Background: an optimization exercise with open tools, aiming at small area. Do not read the settings as production practice.
In this exercise RTL edits were held to simulation tests only and were not proved equivalent to the original.
Power and IR drop assume default switching activity.

## vending_machine
module vending_machine(
    input  wire clk,
    input  wire rst,
    input  wire resetBtn_n,
    input  wire nickelBtn_n,
    input  wire dimeBtn_n,
    input  wire quarterBtn_n,
    output wire dispenseLed,
    output wire changeLed,
    output wire [6:0] segOut,
    output wire [5:0] digitSel
);
    wire resetPulse, resetLevel, resetLevelNext;
    wire nickelPulse, dimePulse, quarterPulse;
    wire nickelLevel, dimeLevel, quarterLevel;
    wire nickelNext, dimeNext, quarterNext;
    btn_debounce_pulse debounceReset (.clk(clk), .rst(rst), .btn_raw_n(resetBtn_n),
        .press_pulse(resetPulse), .btn_stable(resetLevel), .btn_stable_next(resetLevelNext));
    btn_debounce_pulse debounceNickel (.clk(clk), .rst(rst), .btn_raw_n(nickelBtn_n),
        .press_pulse(nickelPulse), .btn_stable(nickelLevel), .btn_stable_next(nickelNext));
    btn_debounce_pulse debounceDime (.clk(clk), .rst(rst), .btn_raw_n(dimeBtn_n),
        .press_pulse(dimePulse), .btn_stable(dimeLevel), .btn_stable_next(dimeNext));
    btn_debounce_pulse debounceQuarter (.clk(clk), .rst(rst), .btn_raw_n(quarterBtn_n),
        .press_pulse(quarterPulse), .btn_stable(quarterLevel), .btn_stable_next(quarterNext));
    reg  [3:0] tensR;
    reg        fiveR;
    reg  [2:0] onesR;
    wire [7:0] totalNext;
    wire       clr = rst | resetLevel | resetLevelNext;
    vm_total_next totalLogic (
  ...
export LEC_CHECK = 0
export CAP_MARGIN = 20
export CORE_MARGIN = 2
export CORE_UTILIZATION = 40
export SLEW_MARGIN = 20
create_clock -name core_clock -period 10.0 [get_ports {clk}]
standard.sh (not shown) runs the stock make flow with config.mk's settings and CLKGATE_MAP_FILE= SYNTH_SCRIPT=/design/flow/synth_recipe.tcl, a recipe that flattens the netlist after the stock synthesis.
==> flow/flow/run.sh <==
#!/bin/bash
# Own layout flow: the standard flow (standard.sh) with three changes.
#  1. Synthesis: the standard flow's synthesis script (flow/synth.tcl) with ORFS's adder extraction skipped
#     and ABC run with an area-oriented script (flow/area.abc) instead of the speed script.
#     Registers come from the same dfflibmap step, so their names and cells are unchanged.
#  2. CTS without dummy loads, with clkbuf_4 buffers and sink clusters of up to 30.
#  3. Port buffers are buf_1 cells.
# Each tool's full output goes to the ORFS logs under orfs/logs; make's own output to flow_make.log.
set -euo pipefail
W=$(pwd)
export AREA_ABC_SCRIPT="$W/flow/area.abc"
bash standard.sh \
  "SYNTH_SCRIPT=$W/flow/synth.tcl" \
  "CTS_ARGS=-sink_clustering_enable -repair_clock_nets -dont_use_dummy_load -buf_list sky130_fd_sc_hd__clkbuf_4 -sink_clustering_size 30" \
  "BUFFER_PORTS_ARGS=-buffer_cell sky130_fd_sc_hd__buf_1" \
  finish > "$W/flow_make.log" 2>&1
==> flow/flow/area.abc <==
strash
dc2
dch -f
amap
topo
==> flow/flow/synth.tcl <==
proc synth {args} { yosys synth -nofsm -noshare {*}$args }
proc extract_fa {args} { puts "extract_fa skipped" }
proc abc {args} {
  set i [lsearch -exact $args -script]
  if {$i >= 0} { set args [lreplace $args $i [expr {$i+1}] -script $::env(AREA_ABC_SCRIPT)] }
  set j [lsearch -exact $args -D]
  if {$j >= 0} { set args [lreplace $args $j [expr {$j+1}]] }
  yosys abc {*}$args
}
source $::env(SCRIPTS_DIR)/synth.tcl
# left out here: clear keep_hierarchy, flatten, clean up, hide names made inside functions, write 1_2_yosys.v
Change:
--- a/flow/config.mk
+++ b/flow/config.mk
@@ -9,3 +9,3 @@
 export CORE_MARGIN = 2
-export CORE_UTILIZATION = 40
+export CORE_UTILIZATION = 55
 export SLEW_MARGIN = 20
Effect: Flip-flop and latch count stays the same. Worst setup slack is worse by 82 ps. Clock power stays flat. First-iteration DRC count climbs by 2.7%. Worst hold slack is worse by 9.4 ps. Synthesized cell count stays the same. Register-to-register slack is worse by 220 ps.

* * *

indigo:
Starting RTL as in the previous note.
Settings: LEC_CHECK=0, CAP_MARGIN=20, CORE_MARGIN=2, CORE_UTILIZATION=40, CTS_BUF_LIST=sky130_fd_sc_hd__clkbuf_4, CTS_CLUSTER_SIZE=30, SLEW_MARGIN=20; clock period 10.0 ns.
run.sh (not shown) runs the stock make flow with config.mk's settings and CLKGATE_MAP_FILE= SYNTH_SCRIPT=/design/flow/synth_recipe.tcl, a recipe that flattens the netlist after the stock synthesis.
Stock flow here: none of the scripts above is used.
indigo: all stages complete, timing, DRC and antenna checks passed
Input changes introduced in quartz (baseline for comparison: indigo):
# indigo
export LEC_CHECK = 0
export CAP_MARGIN = 20
export CORE_MARGIN = 2
export CORE_UTILIZATION = 40
export CTS_BUF_LIST = sky130_fd_sc_hd__clkbuf_4
export CTS_CLUSTER_SIZE = 30
export SLEW_MARGIN = 20
create_clock -name core_clock -period 10.0 [get_ports {clk}]
# quartz
export LEC_CHECK = 0
export CAP_MARGIN = 20
export CORE_MARGIN = 2
export CORE_UTILIZATION = 40
export SLEW_MARGIN = 20
create_clock -name core_clock -period 10.0 [get_ports {clk}]
==> flow/flow/run.sh (new file) <==
#!/bin/bash
# Own layout flow: the standard flow (standard.sh) with three changes.
#  1. Synthesis: the standard flow's synthesis script (flow/synth.tcl) with ORFS's adder extraction skipped
#     and ABC run with an area-oriented script (flow/area.abc) instead of the speed script.
#     Registers come from the same dfflibmap step, so their names and cells are unchanged.
#  2. CTS without dummy loads, with clkbuf_4 buffers and sink clusters of up to 30.
#  3. Port buffers are buf_1 cells.
# Each tool's full output goes to the ORFS logs under orfs/logs; make's own output to flow_make.log.
set -euo pipefail
W=$(pwd)
export AREA_ABC_SCRIPT="$W/flow/area.abc"
bash standard.sh \
  "SYNTH_SCRIPT=$W/flow/synth.tcl" \
  "CTS_ARGS=-sink_clustering_enable -repair_clock_nets -dont_use_dummy_load -buf_list sky130_fd_sc_hd__clkbuf_4 -sink_clustering_size 30" \
  "BUFFER_PORTS_ARGS=-buffer_cell sky130_fd_sc_hd__buf_1" \
  finish > "$W/flow_make.log" 2>&1
==> flow/flow/area.abc (new file) <==
strash
dc2
&get -n
&deepsyn -T 60
&put
dch -f
amap
topo
==> flow/flow/synth.tcl (new file) <==
proc synth {args} { yosys synth -nofsm -noshare {*}$args }
proc extract_fa {args} { puts "extract_fa skipped" }
proc abc {args} {
  set i [lsearch -exact $args -script]
  if {$i >= 0} { set args [lreplace $args $i [expr {$i+1}] -script $::env(AREA_ABC_SCRIPT)] }
  set j [lsearch -exact $args -D]
  if {$j >= 0} { set args [lreplace $args $j [expr {$j+1}]] }
  yosys abc {*}$args
}
source $::env(SCRIPTS_DIR)/synth.tcl
# left out here: clear keep_hierarchy, flatten, clean up, hide names made inside functions, write 1_2_yosys.v
==> flow/standard.sh (new file) <==
#!/bin/bash
# synth_recipe.tcl (not shown) runs the flow's synth.tcl, then flattens the netlist and writes it again
# the make line also repeats each setting of config.mk as NAME=value (left out here)
make -C /OpenROAD-flow-scripts/flow DESIGN_CONFIG=/design/flow/config.mk WORK_HOME=/design/flow/orfs CLKGATE_MAP_FILE= SYNTH_SCRIPT=/design/flow/synth_recipe.tcl "${@:-finish}"
removed: flow/run.sh
==> results.txt <==
Utilization after layout in quartz vs indigo: down 1.2 points. Wire length in quartz is 12% lower than in indigo. | total die area | higher: indigo |. The net count of the finished layout number comes out higher for indigo vs quartz. Side by side, parity-gate share of the synthesized area counting xor and xnor cells turned out lower in quartz than in indigo. Taking indigo as 1.0, quartz lands at 0.875 on cell area after layout. Compared with indigo, in quartz share of total power in the clock network moved down; cts-stage hold buffer count level.

[re-timing with driven ports]
No port has a modelled driver above. Below, the same layouts with a new extraction and two added sets of constraints.
Step 1, drivers: a clkbuf_16 drives clk and a buf_2 each remaining input, both assumed.
Step 2 adds t to the input delays and takes it off the output delays; t is the mean of the earliest and latest rising clock arrival at the registers after step 1. Input paths then give back, and output paths get back, about the clock's delay inside the block.
Slacks: ideal / step 1 / step 2; pairs: ideal / step 1.
run | t, ns | setup WS [ns] | worst slew at a driven data input, ns
the first run of note 1 | 0.497 | 5.257 / 5.228 / 5.725 | 0.03
the second run of note 1 | 0.481 | 5.175 / 5.147 / 5.366 | 0.04
indigo | 0.506 | 5.377 / 5.346 / 5.852 | 0.03
quartz | 0.500 | 5.518 / 5.489 / 5.989 | 0.03
After both steps every run listed still meets setup and hold.
